This design comes from an exercise in tuning for small area, a short achievable clock period and few clock cycles per item on the open sky130 flow, not from production work. Where RTL was checked, it was by simulation tests only, not by an equivalence proof against the original. Function not checked in runs 2 and 3: the RTL went through the layout flow alone. Power figures rest on the tool's default switching activity, not on a simulated workload.

==> design.v <==
module axi4_lite_slave #(
    parameter ADDRESS     = 32,
    parameter DATA_WIDTH  = 32,
    parameter REG_COUNT   = 32
) (
    input  wire                        ACLK,
    input  wire                        ARESETN,
    input  wire [ADDRESS-1:0]          S_ARADDR,
    input  wire                        S_ARVALID,
    output wire                        S_ARREADY,
    output reg  [DATA_WIDTH-1:0]       S_RDATA,
    output reg  [1:0]                  S_RRESP,
    output reg                         S_RVALID,
    input  wire                        S_RREADY,
    input  wire [ADDRESS-1:0]          S_AWADDR,
    input  wire                        S_AWVALID,
    output wire                        S_AWREADY,
    input  wire [DATA_WIDTH-1:0]       S_WDATA,
    input  wire [(DATA_WIDTH/8)-1:0]   S_WSTRB,
    input  wire                        S_WVALID,
    output wire                        S_WREADY,
    output reg  [1:0]                  S_BRESP,
    output reg                         S_BVALID,
    input  wire                        S_BREADY
);
    localparam [1:0] RESP_OKAY   = 2'b00;
    localparam [1:0] RESP_SLVERR = 2'b10;
    reg [31:0] regs [0:31];
    reg [31:0] written;
    reg        aw_v;             
    reg [4:0]  aw_idx;
    reg        aw_al;            
    reg        w_v;              
    reg [31:0] w_data;
    reg [3:0]  w_strb;
    reg        b1_v;             
    reg        b1_err;
    reg        awready_r, wready_r;
    assign S_AWREADY = awready_r;
    assign S_WREADY  = wready_r;
    wire w_commit = aw_v && w_v && !b1_v;
    wire w_ok     = aw_al && (w_strb != 4'b0000);
    wire aw_hs    = S_AWVALID && awready_r;
    wire w_hs     = S_WVALID && wready_r;
    wire b_pop    = S_BVALID && S_BREADY;
    wire aw_v_n = aw_hs || (aw_v && !w_commit);
    wire w_v_n  = w_hs  || (w_v  && !w_commit);
    wire b1_v_n = S_BVALID && !b_pop && (b1_v || w_commit);
    wire w_commit_n = aw_v_n && w_v_n && !b1_v_n;
    always @(posedge ACLK or negedge ARESETN) begin
        if (!ARESETN) begin
            aw_v      <= 1'b0;
            w_v       <= 1'b0;
            awready_r <= 1'b0;
            wready_r  <= 1'b0;
        end else begin
            aw_v      <= aw_v_n;
            w_v       <= w_v_n;
            awready_r <= !aw_v_n || w_commit_n;
            wready_r  <= !w_v_n  || w_commit_n;
        end
    end
    always @(posedge ACLK) begin
        if (awready_r) begin
            aw_idx <= S_AWADDR[6:2];
            aw_al  <= (S_AWADDR[1:0] == 2'b00);
        end
        if (wready_r) begin
            w_data <= S_WDATA;
            w_strb <= S_WSTRB;
        end
    end
    always @(posedge ACLK or negedge ARESETN) begin
        if (!ARESETN) begin
            S_BVALID <= 1'b0;
            S_BRESP  <= RESP_OKAY;
            b1_v     <= 1'b0;
            b1_err   <= 1'b0;
        end else begin
            if (!S_BVALID || b_pop) begin
                if (b1_v) begin
                    S_BVALID <= 1'b1;
                    S_BRESP  <= b1_err ? RESP_SLVERR : RESP_OKAY;
                end else begin
                    S_BVALID <= w_commit;
                    S_BRESP  <= w_ok ? RESP_OKAY : RESP_SLVERR;
                end
            end
            b1_v <= b1_v_n;
            if (w_commit)
                b1_err <= !w_ok;
        end
    end
    integer r, b;
    always @(posedge ACLK or negedge ARESETN) begin
        if (!ARESETN) begin
            written <= 32'd0;
        end else if (w_commit && w_ok) begin
            written[aw_idx] <= 1'b1;
        end
    end
    always @(posedge ACLK) begin
        for (r = 0; r < 32; r = r + 1)
            for (b = 0; b < 4; b = b + 1)
                if (w_commit && w_ok && aw_idx == r && (w_strb[b] || !written[r]))
                    regs[r][b*8 +: 8] <= w_strb[b] ? w_data[b*8 +: 8] : 8'd0;
    end
    reg        ar_v, ars_v;
    reg [4:0]  ar_idx, ars_idx;
    reg        ar_al, ars_al;
    assign S_ARREADY = !ars_v;
    wire ar_hs    = S_ARVALID && !ars_v;
    wire r_commit = ar_v && (!S_RVALID || S_RREADY);
    always @(posedge ACLK or negedge ARESETN) begin
        if (!ARESETN) begin
            ar_v     <= 1'b0;
            ars_v    <= 1'b0;
            S_RVALID <= 1'b0;
        end else begin
            if (r_commit) begin
                ar_v  <= ars_v || ar_hs;
                ars_v <= 1'b0;
            end else if (ar_hs) begin
                ar_v  <= 1'b1;
                ars_v <= ar_v;
            end
            S_RVALID <= r_commit || (S_RVALID && !S_RREADY);
        end
    end
    always @(posedge ACLK) begin
        if (r_commit || !ar_v) begin
            ar_idx <= ars_v ? ars_idx : S_ARADDR[6:2];
            ar_al  <= ars_v ? ars_al  : (S_ARADDR[1:0] == 2'b00);
        end
        if (!ars_v) begin
            ars_idx <= S_ARADDR[6:2];
            ars_al  <= (S_ARADDR[1:0] == 2'b00);
        end
    end
    always @(posedge ACLK) begin
        if (r_commit) begin
            S_RDATA <= (ar_al && written[ar_idx]) ? regs[ar_idx] : 32'd0;
            S_RRESP <= ar_al ? RESP_OKAY : RESP_SLVERR;
        end
    end
endmodule
==> run.sh <==
#!/bin/bash
# synth_recipe.tcl (not shown) runs the flow's synth.tcl, then flattens the netlist and writes it again
# the make line also repeats each setting of config.mk as NAME=value (left out here)
make -C /OpenROAD-flow-scripts/flow DESIGN_CONFIG=/design/flow/config.mk WORK_HOME=/design/flow/orfs CLKGATE_MAP_FILE= SYNTH_SCRIPT=/design/flow/synth_recipe.tcl finish
==> config.mk <==
export PLATFORM = sky130hd
export DESIGN_NAME = axi4_lite_slave
export DESIGN_NICKNAME = axi4_lite_slave
export VERILOG_FILES = /design/flow/design.v
export SDC_FILE = /design/flow/constraint.sdc
export NUM_CORES = 4
export LEC_CHECK = 0
export CAP_MARGIN = 40
export CORE_MARGIN = 2
export CORE_UTILIZATION = 40
export SLEW_MARGIN = 40
==> constraint.sdc <==
create_clock -name core_clock -period 5.0 [get_ports {ACLK}]
set_input_delay 1.0000 -clock core_clock [delete_from_list [all_inputs] [get_ports {ACLK}]]
set_output_delay 1.0000 -clock core_clock [all_outputs]
set_load 0.01 [all_outputs]
==> impl_summary.txt, run 1 <==
----------------------------------------------------
[Clocking]
  Root Driver ... sky130_fd_sc_hd__clkbuf_16
  Clock latency on the worst-skew pair ... 0.70 ns
  Count of clock tree sinks ... 1154
  CTS H-Tree Depth ... 3
  Number of buffers added by the clock tree synthesis step ... 113
  Post-CTS resize count ... 0
  TritonCTS clock tree ... yes
  CTS max path bufs ... 3
  Post-CTS setup repair buffer count ... 0
  Clock-pin transition on the worst setup and hold timing paths ... 0.06 ns
  Post-CTS Hold Fix Bufs ... 0

[Synth]
  Post-synthesis cell count ... 2540
  Most used flip-flop cell after synthesis ... sky130_fd_sc_hd__edfxtp_1
  Portion of the post-synthesis area used by sequential elements ... 0.777
  Synth Warn # ... 2
  Average cell area after synthesis ... 17.4 um^2
  Post-synth cell types ... 71
  Count of state elements after synthesis ... 1154
  Fraction of synthesized cell area taken by the top area cell type ... 0.750
  Top post-synthesis cells by area ... sky130_fd_sc_hd__edfxtp_1 75%, sky130_fd_sc_hd__mux2i_1 2.9%, sky130_fd_sc_hd__dfrtp_1 2.4%
  Number of enable flip-flop cells after synthesis ... 1105
  Yosys top cell by area ... sky130_fd_sc_hd__edfxtp_1
  Async S/R FF share, synth ... 0.0373
  Synthesized cell area ... 44200 um^2

[STA]
  Shortest clock period the worst path allows after layout ... 3.83 ns
  Unrepaired setup endpoints after global routing ... false
  Final number of setup-violating endpoints ... 0
  Final Hold Fails ... 0
  Number of pins with negative max-slew slack in the final report ... 0
  Share of the cycle needed by the critical path after routing ... 0.766
  TNS Setup ... 0 ns
  Worst slew pin tran ... 0.913 ns
  FMAX ... 261 MHz
  Worst rel slew slack ... 0.390
  Worst setup margin ... 1.17 ns
  Worst clock skew on the final layout ... 0.0186 ns

[Drt]
  Via count ... 25700
  Number of DRC markers after the initial detailed-route iteration ... 2879
  First-pass DRT Iterations ... 5
  Routed vias/inst ... 5.83
  WL/cell ... 29.2 um
  Number of design rule violations left after detail routing ... 0
  DRT antenna net count ... 0
  Final WL ... 129 mm

[Critical path]
  Category of the worst setup path capture point ... register
  Maximum cell stage delay along the critical path ... 0.76 ns
  Cell family with the largest share of critical-path delay ... buffers and inverters
  Launch point of the worst path ... ar_idx[2]
  Critical Path RT ... 5.42 ns
  Termination of the worst setup path ... S_RDATA[31]
  Worst reg2reg path depth ... 8
  FF-to-FF End ... S_RDATA[31]
  Stages on worst setup path ... 8
  R2r setup slk ... 1.17 ns
  Crit path arrival time ... 4.25 ns
  Worst Path Buf+Inv ... 3
  Cell with the largest stage delay on the worst path ... sky130_fd_sc_hd__edfxtp_1
  Critical-path cell list ... buf_4 -> buf_4 -> and2_1 -> and3_1 -> buf_4 -> a221oi_1 -> o2111a_1 -> a311oi_1
  Nature of the critical path startpoint ... register
  Crit Reg-Reg Startpoint ... ar_idx[2]
  Critical path class ... register to register
  Biggest fanout along the worst timing path ... 22
  Most common cell on crit path ... sky130_fd_sc_hd__buf_4

[Placed design]
  Placed Area ... 48100 um^2
  # placed instances ... 4189
  Detailed placer's ending HPWL ... 84.3 mm
  Number of port buffers ... 95
  Routability congestion estimate ... 0.995
  Worst setup timing slack at the placement stage ... 1.41 ns

[GRT]
  Wire length of the first global-routing pass ... 182 mm
  Tot GR Track Use ... 0.225
  M2 GR Usage ... 0.361
  Number of global-route vias before repair ... 25700
  Met3 routing resource usage after global routing ... 0.0477
  Number of antenna violations at the first check in global routing ... 1
  Grt total ovfl ... 0
  Most used routing layer ... met2
  GRT met1 Usage ... 0.303
  Largest net degree at the start of global routing ... 73

[Power and ir drop]
  Relative contribution of combinational cells to total power ... 0.222
  Power spent charging and discharging nets ... 8.09 mW
  Total power density per cell area ... 514 nW/um^2
  Internal power ... 18.6 mW
  Portion of total power attributed to the clock network ... 0.323
  Sequential cell fraction of total power ... 0.456
  Leak pwr ... 17.2 nW
  Switching power share of the total ... 0.303
  Max VDD drop ... 0.434 mV

[Finish]
  Post-layout util ... 0.471
  Filler Cell Count ... 9371
  Growth of design area from synthesis to finish ... 17.4%
  Commonest non-fill, non-tap cell in the layout ... sky130_fd_sc_hd__edfxtp_1
  Final instance count without filler cells ... 4406
  Fraction of final layout cells with drive strength greater than 1 ... 0.184
  Final instance area ... 51900 um^2
  Most frequent cells in the layout ... 1105 x sky130_fd_sc_hd__edfxtp_1, 209 x sky130_fd_sc_hd__buf_4, 171 x sky130_fd_sc_hd__a21oi_1, 127 x sky130_fd_sc_hd__mux2i_1, 115 x sky130_fd_sc_hd__clkbuf_16
  Post-layout nets ... 2931

[Floorplan]
  Row cnt ... 122
  Floorplan Core Area ... 110000 um^2
  Effective utilization at floorplan ... 0.401
  Width of the die ... 337 um
  Overall die height ... 337 um
  Die area ... 113000 um^2
  Top-Level Pins ... 148

[Flow run]
  Maxcap violations ... 0

[Outcome]
  Outcome ... timing/DRC/antenna clean

[Worst hold path]
  Worst hold path type ... input port to async pin

----------------------------------------------------
[sequential cells by signal, summed over array words and instances, names as in the netlist]
| register | cells |
|---|---|
| S_BRESP | 1 |
| S_BVALID | 1 |
| S_RDATA | 32 |
| S_RRESP | 1 |
| S_RVALID | 1 |
| ar_al | 1 |
| ar_idx | 5 |
| ar_v | 1 |
| ars_al | 1 |
| ars_idx | 5 |
| ars_v | 1 |
| aw_al | 1 |
| aw_idx | 5 |
| aw_v | 1 |
| awready_r | 1 |
| b1_err | 1 |
| b1_v | 1 |
| regs | 1024 |
| w_data | 32 |
| w_strb | 4 |
| w_v | 1 |
| wready_r | 1 |
| written | 32 |
[power groups by stage]
stage,combinational (mW),sequential [mW],clock [mW]
floorplan,3.34,12.1,0
global placement,5.68,12.4,0
detailed placement,5.85,12.4,0
CTS,5.88,12.2,8.72
global route,6.25,12.2,9.10
finish,5.92,12.2,8.62
[layout make-up]
type / count / area [um^2] / share of cell area
clock inverter: 72 / 743 / 0.0143
timing repair buffer: 312 / 2660 / 0.0512
inverter: 13 / 48.8 / 0.000940
tap: 1488 / 1860 / 0.0359
sequential: 1154 / 34400 / 0.662
clock buffer: 142 / 3020 / 0.0581
multi-input combinational: 1224 / 9210 / 0.177
antenna: 1 / 2.50 / 0.0000482
[how the worst min path moves through the flow]
stage	start	to	slack, ns
3_5_place_dp	ars_al	ars_al	0.45
4_1_cts	ARESETN	S_BVALID	0.27
5_1_grt	ARESETN	S_BVALID	0.33
3_3_place_gp	ars_al	ars_al	0.46
6_report	ARESETN	ar_v	0.29
2_1_floorplan	ars_al	ars_al	0.42
[synth_stat cells (16+ instances only)]
cell and n:
sky130_fd_sc_hd__a311oi_2 23, sky130_fd_sc_hd__a221oi_1 77, sky130_fd_sc_hd__nand2_1 29, sky130_fd_sc_hd__nor2_1 94
sky130_fd_sc_hd__buf_4 16, sky130_fd_sc_hd__o21ai_0 31, sky130_fd_sc_hd__clkbuf_1 65, sky130_fd_sc_hd__nor3b_1 30
sky130_fd_sc_hd__mux2i_1 127, sky130_fd_sc_hd__nand3_1 23, sky130_fd_sc_hd__nor3_1 18, sky130_fd_sc_hd__a22oi_1 93
sky130_fd_sc_hd__and2_1 34, sky130_fd_sc_hd__buf_2 57, sky130_fd_sc_hd__o2111a_1 26, sky130_fd_sc_hd__a21oi_1 185
sky130_fd_sc_hd__o21bai_1 32, sky130_fd_sc_hd__edfxtp_1 1105, sky130_fd_sc_hd__a2111oi_0 31, sky130_fd_sc_hd__mux2_2 37
sky130_fd_sc_hd__dfrtp_1 43, sky130_fd_sc_hd__and3_1 44, sky130_fd_sc_hd__a22o_1 111, sky130_fd_sc_hd__o22ai_1 28
[per-stage QoR]
stage,hold slack [ns],power [mW]
after global routing,0.331,27.5
after CTS,0.275,26.8
after global placement,0.458,18.1
final,0.293,26.7
after detailed placement,0.452,18.2
after floorplan,0.423,15.5
[per-layer routing]
| layer | routed length, um | part of all wire |
|---|---|---|
| met1 | 53700 | 0.42 |
| met2 | 60700 | 0.47 |
| met3 | 10300 | 0.080 |
| met4 | 4150 | 0.032 |
| met5 | 13 | 0.00010 |
[cell families after synthesis]
| kind of cell | Yosys count | share of synthesized area |
|---|---|---|
| AO/OA/AOI/OAI | 681 | 0.115 |
| other | 1 | 0.0000848 |
| flip-flops | 1154 | 0.777 |
| buffers and inverters | 163 | 0.0180 |
| multiplexers | 170 | 0.0412 |
| AND/OR/NAND/NOR | 365 | 0.0466 |
| adder cells (fa/ha/maj) | 6 | 0.00170 |
Testbench counts, summed over its fixed seeds: cycles 2,416, items 4,800.
==> inputs of run 2 (changes only) <==
--- a/design.v
+++ b/design.v
@@ -107,30 +107,34 @@
     end
-    reg        ar_v, ars_v;
-    reg [4:0]  ar_idx, ars_idx;
-    reg        ar_al, ars_al;
-    assign S_ARREADY = !ars_v;
-    wire ar_hs    = S_ARVALID && !ars_v;
+    reg        ar_v, ars_v, arready_r;
+    reg [31:0] ar_sel;
+    reg        ar_al;
+    reg [4:0]  ars_idx;
+    reg        ars_al;
+    assign S_ARREADY = arready_r;
+    wire ar_hs    = S_ARVALID && arready_r;
     wire r_commit = ar_v && (!S_RVALID || S_RREADY);
+    wire ars_v_n  = !r_commit && (ars_v || (ar_hs && ar_v));
     always @(posedge ACLK or negedge ARESETN) begin
         if (!ARESETN) begin
-            ar_v     <= 1'b0;
-            ars_v    <= 1'b0;
-            S_RVALID <= 1'b0;
+            ar_v      <= 1'b0;
+            ars_v     <= 1'b0;
+            arready_r <= 1'b0;
+            S_RVALID  <= 1'b0;
         end else begin
-            if (r_commit) begin
-                ar_v  <= ars_v || ar_hs;
-                ars_v <= 1'b0;
-            end else if (ar_hs) begin
-                ar_v  <= 1'b1;
-                ars_v <= ar_v;
-            end
-            S_RVALID <= r_commit || (S_RVALID && !S_RREADY);
+            ar_v      <= ars_v || ar_hs || (ar_v && !r_commit);
+            ars_v     <= ars_v_n;
+            arready_r <= !ars_v_n;
+            S_RVALID  <= r_commit || (S_RVALID && !S_RREADY);
         end
     end
+    wire [4:0] src_idx = ars_v ? ars_idx : S_ARADDR[6:2];
+    wire       src_al  = ars_v ? ars_al  : (S_ARADDR[1:0] == 2'b00);
+    integer k;
     always @(posedge ACLK) begin
         if (r_commit || !ar_v) begin
-            ar_idx <= ars_v ? ars_idx : S_ARADDR[6:2];
-            ar_al  <= ars_v ? ars_al  : (S_ARADDR[1:0] == 2'b00);
+            for (k = 0; k < 32; k = k + 1)
+                ar_sel[k] <= src_al && written[k] && (src_idx == k);
+            ar_al <= src_al;
         end
-        if (!ars_v) begin
+        if (arready_r) begin
             ars_idx <= S_ARADDR[6:2];
@@ -139,5 +143,12 @@
     end
+    reg [31:0] rd_or;
+    integer q;
+    always @* begin
+        rd_or = 32'd0;
+        for (q = 0; q < 32; q = q + 1)
+            rd_or = rd_or | (regs[q] & {32{ar_sel[q]}});
+    end
     always @(posedge ACLK) begin
         if (r_commit) begin
-            S_RDATA <= (ar_al && written[ar_idx]) ? regs[ar_idx] : 32'd0;
+            S_RDATA <= rd_or;
             S_RRESP <= ar_al ? RESP_OKAY : RESP_SLVERR;
--- a/config.mk
+++ b/config.mk
@@ -10,2 +10,3 @@
 export CORE_UTILIZATION = 40
+export SETUP_SLACK_MARGIN = 2.8
 export SLEW_MARGIN = 40
==> impl_summary.txt, run 2 <==
----------------------------------------------------
[Outcome]
  Outcome ... timing/DRC/antenna clean (unchanged)

[Synth]
  Post-synth cell types ... 54 (was 71)
  Portion of the post-synthesis area used by sequential elements ... 0.817 (was 0.777)
  Most used flip-flop cell after synthesis ... sky130_fd_sc_hd__edfxtp_1 (unchanged)
  Number of enable flip-flop cells after synthesis ... 1138 (was 1105)
  Top post-synthesis cells by area ... sky130_fd_sc_hd__edfxtp_1 79%, sky130_fd_sc_hd__a22oi_1 8.9%, sky130_fd_sc_hd__dfrtp_1 2.5% (was sky130_fd_sc_hd__edfxtp_1 75%, sky130_fd_sc_hd__mux2i_1 2.9%, sky130_fd_sc_hd__dfrtp_1 2.4%)
  Most repeated cell in the gate-level netlist after synthesis ... sky130_fd_sc_hd__edfxtp_1 (unchanged)
  Cell types with the highest counts after synthesis ... 1138 x sky130_fd_sc_hd__edfxtp_1, 513 x sky130_fd_sc_hd__a22oi_1, 138 x sky130_fd_sc_hd__nand4_1 (was 1105 x sky130_fd_sc_hd__edfxtp_1, 185 x sky130_fd_sc_hd__a21oi_1, 127 x sky130_fd_sc_hd__mux2i_1)
  Fraction of synthesized cell area taken by the top area cell type ... 0.791 (was 0.750)
  Async S/R FF share, synth ... 0.0372 (was 0.0373)
  Synthesized cell area ... 43200 um^2 (was 44200 um^2)
  Count of state elements after synthesis ... 1182 (was 1154)
  Yosys top cell by area ... sky130_fd_sc_hd__edfxtp_1 (unchanged)
  Synth Warn # ... 2 (unchanged)
  Average cell area after synthesis ... 18.3 um^2 (was 17.4 um^2)
  Post-synthesis cell count ... 2365 (was 2540)

[Floorplan]
  Width of the die ... 333 um (was 337 um)
  Row cnt ... 120 (was 122)
  Effective utilization at floorplan ... 0.403 (was 0.401)
  Floorplan Core Area ... 107000 um^2 (was 110000 um^2)
  Top-Level Pins ... 148 (unchanged)
  Die area ... 111000 um^2 (was 113000 um^2)
  Overall die height ... 333 um (was 337 um)

[Drt]
  First-pass DRT Iterations ... 5 (unchanged)
  DRT antenna net count ... 0 (unchanged)
  Via count ... 27200 (was 25700)
  Number of design rule violations left after detail routing ... 0 (unchanged)
  Routed vias/inst ... 6.40 (was 5.83)
  WL/cell ... 34.4 um (was 29.2 um)
  Number of DRC markers after the initial detailed-route iteration ... 4099 (was 2879)
  Final WL ... 146 mm (was 129 mm)

[Power and ir drop]
  Total power density per cell area ... 495 nW/um^2 (was 514 nW/um^2)
  Leak pwr ... 17.3 nW (was 17.2 nW)
  Power after layout ... 26.7 mW (about the same)
  Max VDD drop ... 0.349 mV (was 0.434 mV)

[Critical path]
  Crit path arrival time ... 2.67 ns (was 4.25 ns)
  Critical path class ... register to register (unchanged)
  Biggest fanout along the worst timing path ... 24 (was 22)
  Critical Path RT ... 5.37 ns (was 5.42 ns)
  Category of the worst setup path capture point ... register (unchanged)
  Nature of the critical path startpoint ... register (unchanged)

[GRT]
  Wire length of the first global-routing pass ... 200 mm (was 182 mm)
  GRT met1 Usage ... 0.358 (was 0.303)
  Most used routing layer ... met2 (unchanged)
  Met3 routing resource usage after global routing ... 0.0565 (was 0.0477)
  Largest net degree at the start of global routing ... 45 (was 73)
  Tot GR Track Use ... 0.257 (was 0.225)
  Number of global-route vias before repair ... 26100 (was 25700)
  Number of antenna violations at the first check in global routing ... 7 (was 1)
  M2 GR Usage ... 0.398 (was 0.361)
  Grt total ovfl ... 0 (unchanged)

[STA]
  FMAX ... 436 MHz (was 261 MHz)
  Unrepaired setup endpoints after global routing ... true (was false)
  Worst slew pin tran ... 0.887 ns (was 0.913 ns)
  TNS Setup ... 0 ns (unchanged)
  Worst clock skew on the final layout ... 0.0287 ns (was 0.0186 ns)
  Share of the cycle needed by the critical path after routing ... 0.458 (was 0.766)
  Shortest clock period the worst path allows after layout ... 2.29 ns (was 3.83 ns)
  Worst rel slew slack ... 0.409 (was 0.390)
  Hold Worst Slack ... 0.285 ns (was 0.293 ns)
  Number of pins with negative max-slew slack in the final report ... 0 (unchanged)
  Final Hold Fails ... 0 (unchanged)
  Final number of setup-violating endpoints ... 0 (unchanged)

[Clocking]
  Clock latency on the worst-skew pair ... 0.71 ns (was 0.70 ns)
  Clock-pin transition on the worst setup and hold timing paths ... 0.06 ns (about the same)
  Post-CTS Hold Fix Bufs ... 0 (unchanged)
  Count of clock tree sinks ... 1182 (was 1154)
  TritonCTS clock tree ... yes (unchanged)
  Root Driver ... sky130_fd_sc_hd__clkbuf_16 (unchanged)
  CTS max path bufs ... 3 (unchanged)
  Number of buffers added by the clock tree synthesis step ... 113 (unchanged)
  CTS H-Tree Depth ... 3 (unchanged)

[Finish]
  Post-layout nets ... 2866 (was 2931)
  Final instance count without filler cells ... 4254 (was 4406)
  Most frequent cells in the layout ... 1138 x sky130_fd_sc_hd__edfxtp_1, 508 x sky130_fd_sc_hd__a22oi_1, 173 x sky130_fd_sc_hd__buf_4, 138 x sky130_fd_sc_hd__nand4_1, 121 x sky130_fd_sc_hd__clkbuf_16 (was 1105 x sky130_fd_sc_hd__edfxtp_1, 209 x sky130_fd_sc_hd__buf_4, 171 x sky130_fd_sc_hd__a21oi_1, 127 x sky130_fd_sc_hd__mux2i_1, 115 x sky130_fd_sc_hd__clkbuf_16)
  Max FFs per register ... 1024 (unchanged)
  Number of diodes ... 0 (was 1)
  Fraction of final layout cells with drive strength greater than 1 ... 0.248 (was 0.184)
  Register bank with the most flops ... regs (unchanged)
  Commonest non-fill, non-tap cell in the layout ... sky130_fd_sc_hd__edfxtp_1 (unchanged)
  Growth of design area from synthesis to finish ... 24.8% (was 17.4%)

[Flow run]
  Maxcap violations ... 0 (unchanged)

[Placed design]
  Detailed placer's ending HPWL ... 83.6 mm (was 84.3 mm)
  Number of port buffers ... 95 (unchanged)
  # placed instances ... 3876 (was 4189)
  Routability congestion estimate ... 0.943 (was 0.995)

[Worst hold path]
  Worst hold path type ... input port to async pin (unchanged)

----------------------------------------------------
## run 2: through the flow
stage	utilization	worst slack [ns]	cell area, um^2
4_1_cts	0.496	2.69	53100
5_1_grt	0.504	2.70	53900
6_report	0.504	2.71	53900
2_1_floorplan	-	2.44	44000
3_3_place_gp	0.439	1.66	47000
3_5_place_dp	0.444	1.77	47500
## run 2: cells by family (layout without fill, tap and decap cells)
logic type               Yosys count  count (layout)  synth area share
buffers and inverters            149             630            0.0137
other                              1               2         0.0000868
AO/OA/AOI/OAI                    703             703             0.120
AND/OR/NAND/NOR                  324             328            0.0474
flip-flops                      1182            1182             0.817
adder cells (fa/ha/maj)            6               6           0.00174
## run 2: area by class of cell
class	count	area [um^2]
clock buffers	140	3100
clock inverters	73	651
fillers	8500	53100
inverters	16	71.3
multi-input cells	1039	8940
flip-flops and latches	1182	35300
well taps	1403	1760
repair buffers	401	4120
## run 2: critical path, stage by stage (launching register included)
cell                       delay [ns]
sky130_fd_sc_hd__dfrtp_1         0.38
sky130_fd_sc_hd__nand4b_4        0.25
sky130_fd_sc_hd__nor2_4          0.18
sky130_fd_sc_hd__buf_6           0.26
sky130_fd_sc_hd__nand4_1         0.24
sky130_fd_sc_hd__buf_4           0.23
sky130_fd_sc_hd__a21oi_1         0.16
sky130_fd_sc_hd__buf_4           0.26
## run 2: routing by layer
| layer | part of all wire | up-vias |
|---|---|---|
| met4 | 0.040 | 4 |
| met1 | 0.38 | 14000 |
| li1 | - | 10800 |
| met5 | 0.00016 | - |
| met3 | 0.13 | 371 |
| met2 | 0.45 | 2032 |
## run 2: path summary, 6_finish.rpt
path / from / endpoint / cells past startpoint / slack, ns
max in group asynchronous: ARESETN / aw_v / 1 / 4.31
min reg2reg: b1_err / b1_err / 2 / 0.51
max: b1_v / regs[3][31] / 7 / 2.71
min in group core_clock: b1_err / b1_err / 2 / 0.51
max reg2reg: b1_v / regs[3][31] / 7 / 2.71
min: ARESETN / w_v / 1 / 0.28
## run 2: timing repair
item,CTS,global route
cloned,3,4
pin swaps,48,24
resized for setup,257,93
endpoints found under the setup margin,1123,813
buffers inserted,122,36
## run 2: power by group
group	switching, mW	internal [mW]	leakage, nW	total (mW)
Clock	3.66	4.95	1.83	8.61
Sequential	0.578	11.9	11.0	12.5
Combinational	4.04	1.55	4.51	5.59
==> inputs of run 3 (changes only) <==
--- a/config.mk
+++ b/config.mk
@@ -10,3 +10,3 @@
 export CORE_UTILIZATION = 40
-export SETUP_SLACK_MARGIN = 2.8
+export SETUP_SLACK_MARGIN = 2.4
 export SLEW_MARGIN = 40
==> impl_summary.txt, run 3 <==
----------------------------------------------------
[GRT]
  Number of antenna violations at the first check in global routing ... 7 (unchanged)
  Largest net degree at the start of global routing ... 45 (unchanged)
  Number of global-route vias before repair ... 25600 (was 26100)
  Wire length of the first global-routing pass ... 199 mm (was 200 mm)
  Tot GR Track Use ... 0.256 (was 0.257)
  Grt total ovfl ... 0 (unchanged)

[STA]
  Worst setup margin ... 2.41 ns (was 2.71 ns)
  Final Hold Fails ... 0 (unchanged)
  Final number of setup-violating endpoints ... 0 (unchanged)
  Worst slew pin tran ... 0.896 ns (was 0.887 ns)
  FMAX ... 386 MHz (was 436 MHz)
  Unrepaired setup endpoints after global routing ... true (unchanged)
  Number of pins with negative max-slew slack in the final report ... 0 (unchanged)
  Worst clock skew on the final layout ... 0.0304 ns (was 0.0287 ns)
  Shortest clock period the worst path allows after layout ... 2.59 ns (was 2.29 ns)
  Worst rel slew slack ... 0.403 (was 0.409)
  TNS Setup ... 0 ns (unchanged)
  Hold Worst Slack ... 0.283 ns (was 0.285 ns)
  Share of the cycle needed by the critical path after routing ... 0.519 (was 0.458)

[Synth]
  Cell types with the highest counts after synthesis ... 1138 x sky130_fd_sc_hd__edfxtp_1, 513 x sky130_fd_sc_hd__a22oi_1, 138 x sky130_fd_sc_hd__nand4_1 (unchanged)
  Yosys top cell by area ... sky130_fd_sc_hd__edfxtp_1 (unchanged)
  Number of enable flip-flop cells after synthesis ... 1138 (unchanged)
  Top post-synthesis cells by area ... sky130_fd_sc_hd__edfxtp_1 79%, sky130_fd_sc_hd__a22oi_1 8.9%, sky130_fd_sc_hd__dfrtp_1 2.5% (unchanged)
  Async S/R FF share, synth ... 0.0372 (unchanged)
  Synthesized cell area ... 43200 um^2 (unchanged)
  Average cell area after synthesis ... 18.3 um^2 (unchanged)
  Fraction of synthesized cell area taken by the top area cell type ... 0.791 (unchanged)
  Count of state elements after synthesis ... 1182 (unchanged)
  Most repeated cell in the gate-level netlist after synthesis ... sky130_fd_sc_hd__edfxtp_1 (unchanged)
  Post-synthesis cell count ... 2365 (unchanged)
  Portion of the post-synthesis area used by sequential elements ... 0.817 (unchanged)
  Post-synth cell types ... 54 (unchanged)
  Most used flip-flop cell after synthesis ... sky130_fd_sc_hd__edfxtp_1 (unchanged)
  Synth Warn # ... 2 (unchanged)

[Critical path]
  Nature of the critical path startpoint ... register (unchanged)
  Critical path class ... register to register (unchanged)
  Launch point of the worst path ... aw_idx[2] (was b1_v)
  Critical Path RT ... 5.38 ns (was 5.37 ns)
  Biggest fanout along the worst timing path ... 22 (was 24)
  FF-to-FF End ... regs[20][11] (was regs[3][31])
  Crit path arrival time ... 2.97 ns (was 2.67 ns)
  Crit Reg-Reg Startpoint ... aw_idx[2] (was b1_v)
  R2r setup slk ... 2.41 ns (was 2.71 ns)
  Category of the worst setup path capture point ... register (unchanged)
  Worst reg2reg path depth ... 6 (was 7)

[Drt]
  WL/cell ... 34.8 um (was 34.4 um)
  Number of DRC markers after the initial detailed-route iteration ... 3938 (was 4099)
  Final WL ... 144 mm (was 146 mm)
  Routed vias/inst ... 6.42 (was 6.40)
  Number of design rule violations left after detail routing ... 0 (unchanged)
  DRT antenna net count ... 0 (unchanged)
  First-pass DRT Iterations ... 6 (was 5)
  Via count ... 26600 (was 27200)

[Finish]
  Commonest non-fill, non-tap cell in the layout ... sky130_fd_sc_hd__edfxtp_1 (unchanged)
  Post-layout nets ... 2760 (was 2866)
  Final instance count without filler cells ... 4146 (was 4254)
  Multi-input logic area ... 7890 um^2 (was 8940 um^2)
  Storage element area ... 35300 um^2 (about the same)
  Register bank with the most flops ... regs (unchanged)
  Most frequent cells in the layout ... 1138 x sky130_fd_sc_hd__edfxtp_1, 513 x sky130_fd_sc_hd__a22oi_1, 169 x sky130_fd_sc_hd__buf_4, 138 x sky130_fd_sc_hd__nand4_1, 114 x sky130_fd_sc_hd__clkbuf_16 (was 1138 x sky130_fd_sc_hd__edfxtp_1, 508 x sky130_fd_sc_hd__a22oi_1, 173 x sky130_fd_sc_hd__buf_4, 138 x sky130_fd_sc_hd__nand4_1, 121 x sky130_fd_sc_hd__clkbuf_16)
  Fraction of final layout cells with drive strength greater than 1 ... 0.182 (was 0.248)
  Filler Cell Count ... 8839 (was 8500)
  Growth of design area from synthesis to finish ... 18.8% (was 24.8%)
  Max FFs per register ... 1024 (unchanged)

[Worst hold path]
  Worst hold path type ... input port to async pin (unchanged)

[Clocking]
  CTS H-Tree Depth ... 3 (unchanged)
  Post-CTS Hold Fix Bufs ... 0 (unchanged)
  CTS max path bufs ... 3 (unchanged)
  Number of buffers added by the clock tree synthesis step ... 110 (was 113)
  TritonCTS clock tree ... yes (unchanged)
  Count of clock tree sinks ... 1182 (unchanged)
  Root Driver ... sky130_fd_sc_hd__clkbuf_16 (unchanged)
  Clock-pin transition on the worst setup and hold timing paths ... 0.06 ns (about the same)
  Clock latency on the worst-skew pair ... 0.71 ns (about the same)

[Placed design]
  Worst setup timing slack at the placement stage ... 1.52 ns (was 1.77 ns)
  Detailed placer's ending HPWL ... 83.9 mm (was 83.6 mm)
  Routability congestion estimate ... 0.957 (was 0.943)
  # placed instances ... 3910 (was 3876)
  Number of port buffers ... 95 (unchanged)

[Power and ir drop]
  Switching power share of the total ... 0.307 (was 0.310)
  Portion of total power attributed to the clock network ... 0.321 (was 0.323)
  Max VDD drop ... 0.440 mV (was 0.349 mV)
  Internal power ... 17.8 mW (was 18.4 mW)
  Sequential cell fraction of total power ... 0.486 (was 0.468)
  Total power density per cell area ... 501 nW/um^2 (was 495 nW/um^2)
  Power spent charging and discharging nets ... 7.90 mW (was 8.28 mW)
  Leak pwr ... 16.5 nW (was 17.3 nW)
  Relative contribution of combinational cells to total power ... 0.193 (was 0.210)

[Floorplan]
  Effective utilization at floorplan ... 0.403 (unchanged)
  Floorplan Core Area ... 107000 um^2 (unchanged)
  Width of the die ... 333 um (unchanged)
  Top-Level Pins ... 148 (unchanged)
  Row cnt ... 120 (unchanged)
  Die area ... 111000 um^2 (unchanged)
  Overall die height ... 333 um (unchanged)

[Outcome]
  Outcome ... timing/DRC/antenna clean (unchanged)

[Flow run]
  Maxcap violations ... 0 (unchanged)

----------------------------------------------------
-- run 3: how the worst max path moves through the flow --
| stage | to | slack (ns) | cells after the start |
|---|---|---|---|
| 5_1_grt | regs[9][20] | 2.40 | 6 |
| 2_1_floorplan | regs[15][0] | 2.04 | 4 |
| 3_3_place_gp | regs[23][0] | 1.40 | 4 |
| 6_report | regs[20][11] | 2.41 | 6 |
| 3_5_place_dp | regs[27][26] | 1.52 | 7 |
| 4_1_cts | regs[4][8] | 2.40 | 6 |
-- run 3: routing by layer --
| metal | global-route usage | vias to the layer above | part of all wire |
|---|---|---|---|
| li1 | - | 10600 | - |
| met1 | 0.363 | 13700 | 0.39 |
| met2 | 0.393 | 1986 | 0.45 |
| met3 | 0.0557 | 295 | 0.12 |
| met4 | 0.0872 | 0 | 0.036 |
| met5 | 0 | - | 0 |
-- run 3: stage by stage --
step	total power, mW	area, um^2	util
after global routing	26.4	51300	0.479
after CTS	25.6	51200	0.478
after floorplan	14.7	43300	-
final	25.7	51300	0.479
after global placement	17.2	46900	0.438
after detailed placement	17.4	47200	0.441
-- run 3: area by class of cell --
type                       instances  area share
antenna                            1   0.0000488
clock buffer                     128      0.0566
clock inverter                    79      0.0122
inverter                          16     0.00117
multi-input combinational       1036       0.154
sequential                      1182       0.688
tap                             1403      0.0342
timing repair buffer             301      0.0543
-- run 3: worst max-delay path: stages, from the launching register on --
cell                       delay, ns
sky130_fd_sc_hd__edfxtp_1       0.45
sky130_fd_sc_hd__inv_1          0.07
sky130_fd_sc_hd__buf_4          0.26
sky130_fd_sc_hd__or4_4          0.65
sky130_fd_sc_hd__or2_4          0.32
sky130_fd_sc_hd__a21oi_1        0.19
sky130_fd_sc_hd__buf_4          0.28
-- run 3: power groups by stage --
stage | Combinational, mW | Sequential [mW] | Clock, mW
after global placement | 4.25 | 12.9 | 0
after detailed placement | 4.65 | 12.7 | 0
final | 4.96 | 12.5 | 8.25
after global routing | 5.17 | 12.5 | 8.68
after floorplan | 2.29 | 12.4 | 0
after CTS | 4.81 | 12.5 | 8.31
-- run 3: logic make-up after synthesis --
| group | count (synthesis) | synth area share |
|---|---|---|
| DFF | 1182 | 0.817 |
| and+or+nand+nor | 324 | 0.0474 |
| buffers and inverters | 149 | 0.0137 |
| other | 1 | 0.0000868 |
| adders and majority gates | 6 | 0.00174 |
| AOI/OAI and AO/OA | 703 | 0.120 |
-- run 3: timing repair --
| item | 4_1_cts | 5_1_grt |
|---|---|---|
| endpoints found under the setup margin | 1059 | 220 |
| pin swaps | 1 | 1 |
| buffers inserted | 22 | 4 |
| resized for setup | 44 | 13 |
| gates cloned | 2 | 0 |
==> inputs of run 4 (changes only) <==
--- a/design.v
+++ b/design.v
@@ -29,10 +29,6 @@
     reg [31:0] written;
-    reg        aw_v;             
-    reg [4:0]  aw_idx;
-    reg        aw_al;            
-    reg        w_v;              
-    reg [31:0] w_data;
-    reg [3:0]  w_strb;
-    reg        b1_v;             
-    reg        b1_err;
+    reg        aw_v, aws_v;
+    reg [4:0]  aw_idx, aws_idx;
+    reg        aw_al, aws_al;
+    reg        b1_v, b1_err;
     reg        awready_r, wready_r;
@@ -40,11 +36,9 @@
     assign S_WREADY  = wready_r;
-    wire w_commit = aw_v && w_v && !b1_v;
-    wire w_ok     = aw_al && (w_strb != 4'b0000);
-    wire aw_hs    = S_AWVALID && awready_r;
-    wire w_hs     = S_WVALID && wready_r;
-    wire b_pop    = S_BVALID && S_BREADY;
-    wire aw_v_n = aw_hs || (aw_v && !w_commit);
-    wire w_v_n  = w_hs  || (w_v  && !w_commit);
-    wire b1_v_n = S_BVALID && !b_pop && (b1_v || w_commit);
-    wire w_commit_n = aw_v_n && w_v_n && !b1_v_n;
+    wire aw_hs = S_AWVALID && awready_r;
+    wire w_hs  = S_WVALID && wready_r;
+    wire b_pop = S_BVALID && S_BREADY;
+    wire w_ok  = aw_al && (S_WSTRB != 4'b0000);
+    wire aw_v_n  = aws_v || aw_hs || (aw_v && !w_hs);
+    wire aws_v_n = !w_hs && (aws_v || (aw_hs && aw_v));
+    wire b1_v_n  = S_BVALID && !b_pop && (b1_v || w_hs);
     always @(posedge ACLK or negedge ARESETN) begin
@@ -52,29 +46,17 @@
             aw_v      <= 1'b0;
-            w_v       <= 1'b0;
+            aws_v     <= 1'b0;
             awready_r <= 1'b0;
             wready_r  <= 1'b0;
+            b1_v      <= 1'b0;
+            b1_err    <= 1'b0;
+            S_BVALID  <= 1'b0;
+            S_BRESP   <= RESP_OKAY;
         end else begin
             aw_v      <= aw_v_n;
-            w_v       <= w_v_n;
-            awready_r <= !aw_v_n || w_commit_n;
-            wready_r  <= !w_v_n  || w_commit_n;
-        end
-    end
-    always @(posedge ACLK) begin
-        if (awready_r) begin
-            aw_idx <= S_AWADDR[6:2];
-            aw_al  <= (S_AWADDR[1:0] == 2'b00);
-        end
-        if (wready_r) begin
-            w_data <= S_WDATA;
-            w_strb <= S_WSTRB;
-        end
-    end
-    always @(posedge ACLK or negedge ARESETN) begin
-        if (!ARESETN) begin
-            S_BVALID <= 1'b0;
-            S_BRESP  <= RESP_OKAY;
-            b1_v     <= 1'b0;
-            b1_err   <= 1'b0;
-        end else begin
+            aws_v     <= aws_v_n;
+            awready_r <= !aws_v_n;
+            wready_r  <= aw_v_n && !b1_v_n;
+            b1_v      <= b1_v_n;
+            if (w_hs)
+                b1_err <= !w_ok;
             if (!S_BVALID || b_pop) begin
@@ -84,3 +66,3 @@
                 end else begin
-                    S_BVALID <= w_commit;
+                    S_BVALID <= w_hs;
                     S_BRESP  <= w_ok ? RESP_OKAY : RESP_SLVERR;
@@ -88,5 +70,12 @@
             end
-            b1_v <= b1_v_n;
-            if (w_commit)
-                b1_err <= !w_ok;
+        end
+    end
+    always @(posedge ACLK) begin
+        if (w_hs || !aw_v) begin
+            aw_idx <= aws_v ? aws_idx : S_AWADDR[6:2];
+            aw_al  <= aws_v ? aws_al  : (S_AWADDR[1:0] == 2'b00);
+        end
+        if (awready_r) begin
+            aws_idx <= S_AWADDR[6:2];
+            aws_al  <= (S_AWADDR[1:0] == 2'b00);
         end
@@ -97,3 +86,3 @@
             written <= 32'd0;
-        end else if (w_commit && w_ok) begin
+        end else if (w_hs && aw_al) begin
             written[aw_idx] <= 1'b1;
@@ -104,4 +93,4 @@
             for (b = 0; b < 4; b = b + 1)
-                if (w_commit && w_ok && aw_idx == r && (w_strb[b] || !written[r]))
-                    regs[r][b*8 +: 8] <= w_strb[b] ? w_data[b*8 +: 8] : 8'd0;
+                if (w_hs && aw_al && aw_idx == r && (S_WSTRB[b] || !written[r]))
+                    regs[r][b*8 +: 8] <= S_WSTRB[b] ? S_WDATA[b*8 +: 8] : 8'd0;
     end
--- a/config.mk
+++ b/config.mk
@@ -10,3 +10,3 @@
 export CORE_UTILIZATION = 40
-export SETUP_SLACK_MARGIN = 2.4
+export SETUP_SLACK_MARGIN = 2.8
 export SLEW_MARGIN = 40
==> impl_summary.txt, run 4 <==
----------------------------------------------------
[Power and ir drop]
  Total power density per cell area ... 481 nW/um^2 (was 501 nW/um^2)
  Leak pwr ... 16.9 nW (was 16.5 nW)
  Max VDD drop ... 0.356 mV (was 0.440 mV)

[Clocking]
  Count of clock tree sinks ... 1152 (was 1182)
  TritonCTS clock tree ... yes (unchanged)
  CTS H-Tree Depth ... 3 (unchanged)
  Clock-pin transition on the worst setup and hold timing paths ... 0.06 ns (about the same)
  CTS max path bufs ... 3 (unchanged)
  Root Driver ... sky130_fd_sc_hd__clkbuf_16 (unchanged)
  Clock latency on the worst-skew pair ... 0.70 ns (was 0.71 ns)
  Post-CTS Hold Fix Bufs ... 0 (unchanged)
  Number of buffers added by the clock tree synthesis step ... 109 (was 110)

[Critical path]
  Stages on worst setup path ... 1 (was 6)
  Maximum cell stage delay along the critical path ... 0.43 ns (was 0.65 ns)
  Critical path class ... register to output pin (was register to register)
  Category of the worst setup path capture point ... output pin (was register)
  Cell family with the largest share of critical-path delay ... flip-flops (was simple AND/OR/NAND/NOR gates)
  Crit path arrival time ... 1.25 ns (was 2.97 ns)
  Cell with the largest stage delay on the worst path ... sky130_fd_sc_hd__dfrtp_2 (was sky130_fd_sc_hd__or4_4)
  Critical-path cell list ... buf_6 (was inv_1 -> buf_4 -> or4_4 -> or2_4 -> a21oi_1 -> buf_4)
  Worst Path Buf+Inv ... 1 (was 3)
  Worst reg2reg path depth ... 4 (was 6)
  R2r setup slk ... 2.77 ns (was 2.41 ns)
  Biggest fanout along the worst timing path ... 2 (was 22)
  Critical Path RT ... 4.00 ns (was 5.38 ns)
  Nature of the critical path startpoint ... register (unchanged)

[Synth]
  Fraction of synthesized cell area taken by the top area cell type ... 0.791 (about the same)
  Synth Warn # ... 2 (unchanged)
  Async S/R FF share, synth ... 0.0382 (was 0.0372)
  Average cell area after synthesis ... 18.0 um^2 (was 18.3 um^2)
  Most repeated cell in the gate-level netlist after synthesis ... sky130_fd_sc_hd__edfxtp_1 (unchanged)
  Top post-synthesis cells by area ... sky130_fd_sc_hd__edfxtp_1 79%, sky130_fd_sc_hd__a22oi_1 9.2%, sky130_fd_sc_hd__dfrtp_1 2.6% (was sky130_fd_sc_hd__edfxtp_1 79%, sky130_fd_sc_hd__a22oi_1 8.9%, sky130_fd_sc_hd__dfrtp_1 2.5%)
  Synthesized cell area ... 42100 um^2 (was 43200 um^2)
  Count of state elements after synthesis ... 1152 (was 1182)
  Portion of the post-synthesis area used by sequential elements ... 0.817 (about the same)
  Cell types with the highest counts after synthesis ... 1108 x sky130_fd_sc_hd__edfxtp_1, 518 x sky130_fd_sc_hd__a22oi_1, 131 x sky130_fd_sc_hd__a21oi_1 (was 1138 x sky130_fd_sc_hd__edfxtp_1, 513 x sky130_fd_sc_hd__a22oi_1, 138 x sky130_fd_sc_hd__nand4_1)
  Most used flip-flop cell after synthesis ... sky130_fd_sc_hd__edfxtp_1 (unchanged)
  Post-synthesis cell count ... 2331 (was 2365)
  Number of enable flip-flop cells after synthesis ... 1108 (was 1138)
  Yosys top cell by area ... sky130_fd_sc_hd__edfxtp_1 (unchanged)
  Post-synth cell types ... 52 (was 54)

[Floorplan]
  Top-Level Pins ... 148 (unchanged)
  Die area ... 108000 um^2 (was 111000 um^2)
  Effective utilization at floorplan ... 0.405 (was 0.403)
  Floorplan Core Area ... 104000 um^2 (was 107000 um^2)
  Overall die height ... 328 um (was 333 um)
  Width of the die ... 328 um (was 333 um)
  Row cnt ... 118 (was 120)

[Drt]
  DRT antenna net count ... 0 (unchanged)
  Final WL ... 145 mm (was 144 mm)
  First-pass DRT Iterations ... 7 (was 6)
  WL/cell ... 35.1 um (was 34.8 um)
  Routed vias/inst ... 6.41 (was 6.42)
  Via count ... 26400 (was 26600)
  Number of design rule violations left after detail routing ... 0 (unchanged)
  Number of DRC markers after the initial detailed-route iteration ... 3961 (was 3938)

[STA]
  Final number of setup-violating endpoints ... 0 (unchanged)
  Shortest clock period the worst path allows after layout ... 2.25 ns (was 2.59 ns)
  FMAX ... 445 MHz (was 386 MHz)
  Worst clock skew on the final layout ... 0.0212 ns (was 0.0304 ns)
  Worst slew pin tran ... 0.913 ns (was 0.896 ns)
  Number of pins with negative max-slew slack in the final report ... 0 (unchanged)
  Worst setup margin ... 2.75 ns (was 2.41 ns)
  TNS Setup ... 0 ns (unchanged)
  Share of the cycle needed by the critical path after routing ... 0.449 (was 0.519)
  Unrepaired setup endpoints after global routing ... true (unchanged)
  Final Hold Fails ... 0 (unchanged)
  Worst rel slew slack ... 0.392 (was 0.403)

[Outcome]
  Outcome ... timing/DRC/antenna clean (unchanged)

[Finish]
  Filler Cell Count ... 8326 (was 8839)
  Fraction of final layout cells with drive strength greater than 1 ... 0.254 (was 0.182)
  Most frequent cells in the layout ... 1108 x sky130_fd_sc_hd__edfxtp_1, 507 x sky130_fd_sc_hd__a22oi_1, 129 x sky130_fd_sc_hd__nand4_1, 111 x sky130_fd_sc_hd__clkbuf_16, 110 x sky130_fd_sc_hd__a21oi_4 (was 1138 x sky130_fd_sc_hd__edfxtp_1, 513 x sky130_fd_sc_hd__a22oi_1, 169 x sky130_fd_sc_hd__buf_4, 138 x sky130_fd_sc_hd__nand4_1, 114 x sky130_fd_sc_hd__clkbuf_16)
  Max FFs per register ... 1024 (unchanged)
  Growth of design area from synthesis to finish ... 25.3% (was 18.8%)
  Register bank with the most flops ... regs (unchanged)
  Commonest non-fill, non-tap cell in the layout ... sky130_fd_sc_hd__edfxtp_1 (unchanged)
  Post-layout nets ... 2760 (unchanged)

[GRT]
  Number of global-route vias before repair ... 25700 (was 25600)
  Grt total ovfl ... 0 (unchanged)
  Number of antenna violations at the first check in global routing ... 5 (was 7)
  Largest net degree at the start of global routing ... 45 (unchanged)
  Wire length of the first global-routing pass ... 199 mm (about the same)
  Tot GR Track Use ... 0.266 (was 0.256)

[Flow run]
  Maxcap violations ... 0 (unchanged)

[Placed design]
  Detailed placer's ending HPWL ... 84.4 mm (was 83.9 mm)
  Number of port buffers ... 95 (unchanged)
  Worst setup timing slack at the placement stage ... 1.10 ns (was 1.52 ns)
  Routability congestion estimate ... 0.964 (was 0.957)

[Worst hold path]
  Worst hold path type ... input port to async pin (unchanged)

----------------------------------------------------
run 4: layout make-up:
| type | count | area (um^2) | share of cell area |
|---|---|---|---|
| clock inverter | 80 | 802 | 0.0152 |
| antenna | 1 | 2.50 | 0.0000475 |
| sequential | 1152 | 34400 | 0.652 |
| multi-input combinational | 1044 | 8930 | 0.169 |
| tap | 1380 | 1730 | 0.0327 |
| timing repair buffer | 329 | 3980 | 0.0755 |
| clock buffer | 125 | 2840 | 0.0539 |
| inverter | 11 | 63.8 | 0.00121 |
run 4: final timing paths:
check | to | start
hold reg to reg | b1_err | b1_err
min in group core_clock | b1_err | b1_err
max in group asynchronous | wready_r | ARESETN
hold / removal | S_RVALID | ARESETN
setup / recovery | S_ARREADY | arready_r
setup reg to reg | regs[8][30] | aw_idx[2]
run 4: what timing repair did:
| action | 4_1_cts | 5_1_grt |
|---|---|---|
| cloned | 1 | 0 |
| gates resized for setup | 276 | 43 |
| setup endpoints to repair | 1462 | 747 |
| pin swaps | 33 | 8 |
| setup buffers | 138 | 12 |
run 4: cell families after synthesis:
| family | count (synthesis) | share of synthesized area |
|---|---|---|
| DFF | 1152 | 0.817 |
| and+or+nand+nor | 331 | 0.0490 |
| AOI/OAI and AO/OA | 691 | 0.116 |
| muxes | 10 | 0.00262 |
| other | 1 | 0.0000891 |
| xor gates and xnor gates | 3 | 0.000625 |
| buffers and inverters | 137 | 0.0131 |
| adders and majority gates | 6 | 0.00178 |
run 4: through the flow:
step	utilization	instance area, um^2	std cells	hold slack (ns)	total power, mW
2_1_floorplan	-	43100	2332	0.468	13.9
3_3_place_gp	0.440	45700	3747	0.492	16.2
3_5_place_dp	0.443	46100	3765	0.498	16.4
4_1_cts	0.505	52400	4109	0.305	25.1
5_1_grt	0.507	52700	4122	0.338	25.9
6_report	0.507	52700	4122	0.303	25.3
run 4: layer usage:
layer | routed length [um] | vias up | GRT usage
met5 | 0 | - | 0
met4 | 5540 | 0 | 0.0962
met3 | 17200 | 326 | 0.0635
met2 | 66800 | 1909 | 0.416
met1 | 55200 | 13800 | 0.365
li1 | - | 10500 | -
run 4: power by group:
part / internal, mW / switching [mW] / total (mW) / leakage [nW]
Sequential: 11.1 / 0.813 / 11.9 / 10.7
Clock: 4.85 / 3.58 / 8.43 / 1.81
Combinational: 1.57 / 3.43 / 4.99 / 4.41
Testbench counts of run 4, summed over its fixed seeds: cycles 2,416, items 4,800.
==> inputs of run 5 (changes only) <==
--- a/config.mk
+++ b/config.mk
@@ -7,6 +7,8 @@
 export LEC_CHECK = 0
-export CAP_MARGIN = 40
+export CAP_MARGIN = 20
 export CORE_MARGIN = 2
 export CORE_UTILIZATION = 40
+export CTS_CLUSTER_DIAMETER = 100
+export CTS_CLUSTER_SIZE = 30
 export SETUP_SLACK_MARGIN = 2.8
-export SLEW_MARGIN = 40
+export SLEW_MARGIN = 20
==> impl_summary.txt, run 5 <==
----------------------------------------------------
[Synth]
  Top post-synthesis cells by area ... sky130_fd_sc_hd__edfxtp_1 79%, sky130_fd_sc_hd__a22oi_1 9.2%, sky130_fd_sc_hd__dfrtp_1 2.6% (unchanged)
  Count of state elements after synthesis ... 1152 (unchanged)
  Post-synthesis cell count ... 2331 (unchanged)
  Cell types with the highest counts after synthesis ... 1108 x sky130_fd_sc_hd__edfxtp_1, 518 x sky130_fd_sc_hd__a22oi_1, 131 x sky130_fd_sc_hd__a21oi_1 (unchanged)
  Synthesized cell area ... 42100 um^2 (unchanged)
  Fraction of synthesized cell area taken by the top area cell type ... 0.791 (unchanged)
  Synth Warn # ... 2 (unchanged)
  Yosys top cell by area ... sky130_fd_sc_hd__edfxtp_1 (unchanged)
  Average cell area after synthesis ... 18.0 um^2 (unchanged)
  Post-synth cell types ... 52 (unchanged)
  Async S/R FF share, synth ... 0.0382 (unchanged)
  Portion of the post-synthesis area used by sequential elements ... 0.817 (unchanged)
  Number of enable flip-flop cells after synthesis ... 1108 (unchanged)
  Most repeated cell in the gate-level netlist after synthesis ... sky130_fd_sc_hd__edfxtp_1 (unchanged)
  Most used flip-flop cell after synthesis ... sky130_fd_sc_hd__edfxtp_1 (unchanged)

[Finish]
  Register bank with the most flops ... regs (unchanged)
  Post-layout nets ... 2691 (was 2760)
  Multi-input logic area ... 8950 um^2 (was 8930 um^2)
  Fraction of final layout cells with drive strength greater than 1 ... 0.218 (was 0.254)
  Growth of design area from synthesis to finish ... 19.6% (was 25.3%)
  Post-layout util ... 0.484 (was 0.507)
  Filler Cell Count ... 8564 (was 8326)
  Most frequent cells in the layout ... 1108 x sky130_fd_sc_hd__edfxtp_1, 506 x sky130_fd_sc_hd__a22oi_1, 129 x sky130_fd_sc_hd__nand4_1, 110 x sky130_fd_sc_hd__a21oi_4, 110 x sky130_fd_sc_hd__buf_12 (was 1108 x sky130_fd_sc_hd__edfxtp_1, 507 x sky130_fd_sc_hd__a22oi_1, 129 x sky130_fd_sc_hd__nand4_1, 111 x sky130_fd_sc_hd__clkbuf_16, 110 x sky130_fd_sc_hd__a21oi_4)
  Number of diodes ... 0 (was 1)
  Storage element area ... 34400 um^2 (unchanged)
  Commonest non-fill, non-tap cell in the layout ... sky130_fd_sc_hd__edfxtp_1 (unchanged)
  Max FFs per register ... 1024 (unchanged)

[Clocking]
  Clock latency on the worst-skew pair ... 0.65 ns (was 0.70 ns)
  Count of clock tree sinks ... 1152 (unchanged)
  TritonCTS clock tree ... yes (unchanged)
  Post-CTS Hold Fix Bufs ... 0 (unchanged)
  Number of buffers added by the clock tree synthesis step ... 44 (was 109)
  CTS H-Tree Depth ... 2 (was 3)
  Clock-pin transition on the worst setup and hold timing paths ... 0.11 ns (was 0.06 ns)
  CTS max path bufs ... 3 (unchanged)
  Root Driver ... sky130_fd_sc_hd__clkbuf_16 (unchanged)

[Power and ir drop]
  Power after layout ... 21.4 mW (was 25.3 mW)
  Switching power share of the total ... 0.329 (was 0.309)
  Internal power ... 14.3 mW (was 17.5 mW)
  Total power density per cell area ... 424 nW/um^2 (was 481 nW/um^2)
  Power spent charging and discharging nets ... 7.02 mW (was 7.82 mW)
  Sequential cell fraction of total power ... 0.557 (was 0.470)
  Portion of total power attributed to the clock network ... 0.209 (was 0.333)
  Relative contribution of combinational cells to total power ... 0.234 (was 0.197)
  Leak pwr ... 15.7 nW (was 16.9 nW)
  Max VDD drop ... 0.325 mV (was 0.356 mV)

[GRT]
  Number of antenna violations at the first check in global routing ... 2 (was 5)
  Largest net degree at the start of global routing ... 45 (unchanged)
  Tot GR Track Use ... 0.262 (was 0.266)
  Grt total ovfl ... 0 (unchanged)
  Wire length of the first global-routing pass ... 196 mm (was 199 mm)
  Number of global-route vias before repair ... 25000 (was 25700)

[Floorplan]
  Floorplan Core Area ... 104000 um^2 (unchanged)
  Overall die height ... 328 um (unchanged)
  Row cnt ... 118 (unchanged)
  Die area ... 108000 um^2 (unchanged)
  Top-Level Pins ... 148 (unchanged)
  Width of the die ... 328 um (unchanged)
  Effective utilization at floorplan ... 0.405 (unchanged)

[STA]
  Final number of setup-violating endpoints ... 0 (unchanged)
  FMAX ... 447 MHz (was 445 MHz)
  Unrepaired setup endpoints after global routing ... true (unchanged)
  Worst rel slew slack ... 0.298 (was 0.392)
  TNS Setup ... 0 ns (unchanged)
  Share of the cycle needed by the critical path after routing ... 0.448 (was 0.449)
  Worst slew pin tran ... 1.05 ns (was 0.913 ns)
  Worst clock skew on the final layout ... 0.0217 ns (was 0.0212 ns)
  Number of pins with negative max-slew slack in the final report ... 0 (unchanged)
  Shortest clock period the worst path allows after layout ... 2.24 ns (was 2.25 ns)
  Final Hold Fails ... 0 (unchanged)

[Worst hold path]
  Worst hold path type ... input port to async pin (unchanged)

[Drt]
  Via count ... 25900 (was 26400)
  Number of design rule violations left after detail routing ... 0 (unchanged)
  Routed vias/inst ... 6.51 (was 6.41)
  Number of DRC markers after the initial detailed-route iteration ... 4317 (was 3961)
  WL/cell ... 35.9 um (was 35.1 um)
  Final WL ... 143 mm (was 145 mm)
  DRT antenna net count ... 0 (unchanged)
  First-pass DRT Iterations ... 6 (was 7)

[Critical path]
  Nature of the critical path startpoint ... register (unchanged)
  Category of the worst setup path capture point ... register (was output pin)
  Biggest fanout along the worst timing path ... 21 (was 2)
  Crit path arrival time ... 2.63 ns (was 1.25 ns)
  Critical Path RT ... 5.39 ns (was 4.00 ns)
  Critical path class ... register to register (was register to output pin)
  R2r setup slk ... 2.76 ns (was 2.77 ns)
  Worst reg2reg path depth ... 4 (unchanged)
  Crit Reg-Reg Startpoint ... ar_sel[31] (was aw_idx[2])
  FF-to-FF End ... S_RDATA[4] (was regs[8][30])

[Placed design]
  Detailed placer's ending HPWL ... 83.6 mm (was 84.4 mm)
  Number of port buffers ... 95 (unchanged)
  Routability congestion estimate ... 0.964 (unchanged)

[Flow run]
  Maxcap violations ... 0 (unchanged)

[Outcome]
  Outcome ... timing/DRC/antenna clean (unchanged)

----------------------------------------------------
-- run 5: power by group through the flow --
stage	Clock (mW)	Sequential, mW	Combinational (mW)
final	4.47	11.9	5.00
after global routing	4.80	11.9	5.19
after CTS	4.50	11.8	4.69
after detailed placement	0	12.3	4.00
after global placement	0	12.3	3.89
after floorplan	0	11.7	2.20
-- run 5: timing repair --
| action | CTS | global route |
|---|---|---|
| resized for setup | 304 | 64 |
| setup endpoints to repair | 1980 | 1004 |
| pin swaps | 32 | 11 |
| setup buffers | 144 | 15 |
| cloned | 0 | 2 |
| endpoints found under the hold margin | 0 | 0 |
-- run 5: routing by layer --
metal	track usage	share of wire	vias to the layer above
li1	-	-	10200
met1	0.370	0.38	13500
met2	0.410	0.46	1865
met3	0.0534	0.12	274
met4	0.0806	0.035	0
met5	0	0	-
-- run 5: how the worst max path moves through the flow --
stage / end / start / depth (start not counted)
finish: S_RDATA[4] / ar_sel[31] / 4
global route: S_ARREADY / arready_r / 1
CTS: b1_err / S_WSTRB[1] / 4
detailed placement: regs[28][12] / S_WVALID / 4
global placement: regs[28][12] / S_WVALID / 4
floorplan: ar_al / S_RREADY / 1
-- run 5: cell families after synthesis --
family                     share of synthesized area
xor gates and xnor gates                    0.000625
buffers and inverters                         0.0131
DFF                                            0.817
other                                      0.0000891
muxes                                        0.00262
adders and majority gates                    0.00178
and+or+nand+nor                               0.0490
AOI/OAI and AO/OA                              0.116
-- run 5: final cells by class --
cell class                 count  share of cell area
clock buffer                  60              0.0235
clock inverter                 2            0.000423
inverter                      11             0.00132
multi-input combinational   1044               0.178
sequential                  1152               0.683
tap                         1380              0.0343
timing repair buffer         325              0.0796
-- run 5: metrics by stage --
stage	hold slack (ns)	std cells	cell area (um^2)	worst slack, ns
final	0.219	3974	50300	2.76
after global routing	0.210	3974	50300	2.74
after CTS	0.526	3956	49900	2.54
after detailed placement	0.496	3750	45800	1.10
after global placement	0.492	3747	45700	1.11
after floorplan	0.468	2332	43100	2.58
-- run 5: worst max-delay path: stages (launching register included) --
cell	delay, ns
sky130_fd_sc_hd__edfxtp_1	0.54
sky130_fd_sc_hd__buf_4	0.32
sky130_fd_sc_hd__a22oi_1	0.21
sky130_fd_sc_hd__nand4_1	0.27
sky130_fd_sc_hd__or4_1	0.63
==> inputs of run 6 (changes only) <==
--- a/config.mk
+++ b/config.mk
@@ -10,5 +10,5 @@
 export CORE_UTILIZATION = 40
-export CTS_CLUSTER_DIAMETER = 100
-export CTS_CLUSTER_SIZE = 30
-export SETUP_SLACK_MARGIN = 2.8
+export CTS_CLUSTER_DIAMETER = 80
+export CTS_CLUSTER_SIZE = 25
+export SETUP_SLACK_MARGIN = 2.7
 export SLEW_MARGIN = 20
==> impl_summary.txt, run 6 <==
----------------------------------------------------
[Placed design]
  Number of port buffers ... 95 (unchanged)
  Placed Area ... 45400 um^2 (was 45800 um^2)

[Power and ir drop]
  Relative contribution of combinational cells to total power ... 0.219 (was 0.234)
  Total power density per cell area ... 440 nW/um^2 (was 424 nW/um^2)
  Sequential cell fraction of total power ... 0.541 (was 0.557)
  Max VDD drop ... 0.261 mV (was 0.325 mV)
  Leak pwr ... 15.7 nW (about the same)

[STA]
  Final number of setup-violating endpoints ... 0 (unchanged)
  Share of the cycle needed by the critical path after routing ... 0.465 (was 0.448)
  FMAX ... 430 MHz (was 447 MHz)
  Final Hold Fails ... 0 (unchanged)
  TNS Setup ... 0 ns (unchanged)
  Worst slew pin tran ... 0.982 ns (was 1.05 ns)
  Number of pins with negative max-slew slack in the final report ... 0 (unchanged)
  Worst clock skew on the final layout ... 0.0322 ns (was 0.0217 ns)
  Worst setup margin ... 2.67 ns (was 2.76 ns)

[Synth]
  Average cell area after synthesis ... 18.0 um^2 (unchanged)
  Synthesized-area fraction occupied by ao, oa, aoi and oai cells ... 0.116 (unchanged)
  Post-synth cell types ... 52 (unchanged)
  Cell types with the highest counts after synthesis ... 1108 x sky130_fd_sc_hd__edfxtp_1, 518 x sky130_fd_sc_hd__a22oi_1, 131 x sky130_fd_sc_hd__a21oi_1 (unchanged)
  Synth Warn # ... 2 (unchanged)
  Synthesized cell area ... 42100 um^2 (unchanged)
  Combinational family with the most area after synthesis ... compound AO/OA/AOI/OAI gates (unchanged)
  Count of state elements after synthesis ... 1152 (unchanged)
  Most used flip-flop cell after synthesis ... sky130_fd_sc_hd__edfxtp_1 (unchanged)
  Post-synthesis share of cell area spent on and, or, nand and nor gates ... 0.0490 (unchanged)
  Number of enable flip-flop cells after synthesis ... 1108 (unchanged)

[Flow run]
  Maxcap violations ... 0 (unchanged)

[Critical path]
  Category of the worst setup path capture point ... register (unchanged)
  Worst reg2reg path depth ... 4 (unchanged)
  Crit path arrival time ... 2.69 ns (was 2.63 ns)
  Biggest fanout along the worst timing path ... 8 (was 21)
  Crit Reg-Reg Startpoint ... aw_idx[4] (was ar_sel[31])

[GRT]
  Grt total ovfl ... 0 (unchanged)
  Wire length of the first global-routing pass ... 198 mm (was 196 mm)
  Largest net degree at the start of global routing ... 45 (unchanged)

[Clocking]
  Number of buffers added by the clock tree synthesis step ... 55 (was 44)
  CTS H-Tree Depth ... 2 (unchanged)
  TritonCTS clock tree ... yes (unchanged)
  Clock latency on the worst-skew pair ... 0.67 ns (was 0.65 ns)
  Post-CTS Hold Fix Bufs ... 0 (unchanged)
  Count of clock tree sinks ... 1152 (unchanged)

[Finish]
  Growth of design area from synthesis to finish ... 17.4% (was 19.6%)
  Fraction of final layout cells with drive strength greater than 1 ... 0.200 (was 0.218)
  Max FFs per register ... 1024 (unchanged)

[Floorplan]
  Die area ... 108000 um^2 (unchanged)

[Drt]
  WL/cell ... 36.2 um (was 35.9 um)
  Final WL ... 145 mm (was 143 mm)

[Outcome]
  Outcome ... timing/DRC/antenna clean (unchanged)

----------------------------------------------------
==> run 6: cell counts after synthesis <==
No cell type changed its count.
==> run 6: power by group through the flow <==
stage               registers (mW)  clock network, mW  logic [mW]
floorplan                     11.6                  0        2.11
global placement              12.3                  0        3.69
detailed placement            12.3                  0        3.84
CTS                           11.7               5.22        4.63
global route                  11.8               5.55        4.91
finish                        11.8               5.21        4.76
==> run 6: stage by stage <==
step	cells	hold slack (ns)
2_1_floorplan	2332	0.468
3_3_place_gp	3790	0.496
3_5_place_dp	3796	0.500
4_1_cts	4008	0.436
5_1_grt	4011	0.468
6_report	4012	0.427
==> run 6: worst min path at each step <==
stage | startpoint | cells after the start | end
2_1_floorplan | b1_v | 2 | S_BVALID
3_3_place_gp | b1_err | 1 | b1_err
3_5_place_dp | b1_err | 1 | b1_err
4_1_cts | ARESETN | 2 | S_BVALID
5_1_grt | ARESETN | 2 | S_BVALID
6_report | ARESETN | 2 | S_BVALID
==> run 6: timing repair <==
| action | CTS | global route |
|---|---|---|
| endpoints found under the setup margin | 1943 | 564 |
| resized for setup | 279 | 39 |
| cloned | 2 | 0 |
| pin swaps | 5 | 0 |
| buffers inserted | 123 | 3 |
| hold endpoints to repair | 0 | 0 |
==> run 6: layer usage <==
metal  track usage  share of wire
met1         0.367           0.38
met4        0.0992          0.045
met2         0.414           0.46
met3        0.0526           0.12
met5             0              0
==> run 6: area by class of cell <==
| class | count | area, um^2 |
|---|---|---|
| fill | 8670 | 54500 |
| clock inverter | 12 | 160 |
| tap | 1380 | 1730 |
| multi-input combinational | 1044 | 8160 |
| clock buffer | 75 | 1490 |
| sequential | 1152 | 34400 |
| antenna | 1 | 2.50 |
| timing repair inverter | 1 | 7.51 |
| inverter | 11 | 51.3 |
| timing repair buffer | 336 | 3420 |
==> run 6: worst max-delay path: stages, from the launching register on <==
cell and delay [ns]:
sky130_fd_sc_hd__edfxtp_1 0.64, sky130_fd_sc_hd__nor2b_4 0.45, sky130_fd_sc_hd__nand3_1 0.35, sky130_fd_sc_hd__a21oi_1 0.30, sky130_fd_sc_hd__buf_4 0.28
==> run 6: cells by family (layout without fill, tap and decap cells) <==
group                    Yosys count  in the layout
other                              1              3
flip-flops                      1152           1152
adder cells (fa/ha/maj)            6              6
multiplexers                      10             10
XOR/XNOR                           3              3
AO/OA/AOI/OAI                    691            691
AND/OR/NAND/NOR                  331            332
buffers and inverters            137            435

port drivers added, routing unchanged:
How much do the figures lean on ideal ports? The routed layouts below were timed once more, with nothing changed but the port constraints. Step 1 (the two cells are an assumption about what drives the block):
set clk [get_ports {ACLK}]
set_driving_cell -lib_cell sky130_fd_sc_hd__clkbuf_16 $clk
set_driving_cell -lib_cell sky130_fd_sc_hd__buf_2 [delete_from_list [all_inputs] $clk]
Step 2 times the ports against the registers' clock, not the clock port: input delays grow and output delays shrink by t, the midpoint of the rising clock arrivals with the driver on. Three values: ideal, step 1, step 2; two values: the first two.
run | t, ns | slack for setup (ns) | hold slack, ns | cell pins on the clock port's net
run 1 | 0.761 | 1.170 / 1.170 / 1.170 | 0.293 / 0.254 / 0.468 | 1
run 2 | 0.760 | 2.708 / 2.664 / 2.147 | 0.285 / 0.241 / 0.513 | 1
run 3 | 0.756 | 2.406 / 2.368 / 2.037 | 0.283 / 0.240 / 0.510 | 1
run 4 | 0.756 | 2.753 / 2.681 / 2.059 | 0.303 / 0.256 / 0.519 | 1
run 5 | 0.710 | 2.762 / 2.706 / 2.093 | 0.219 / 0.171 / 0.522 | 1
run 6 | 0.726 | 2.673 / 2.664 / 2.019 | 0.427 / 0.385 / 0.518 | 1
After both steps setup and hold are still met in every run listed. The setup slack of run 4, which loses most, moves by -0.072 ns with the drivers and by -0.694 ns with both steps.
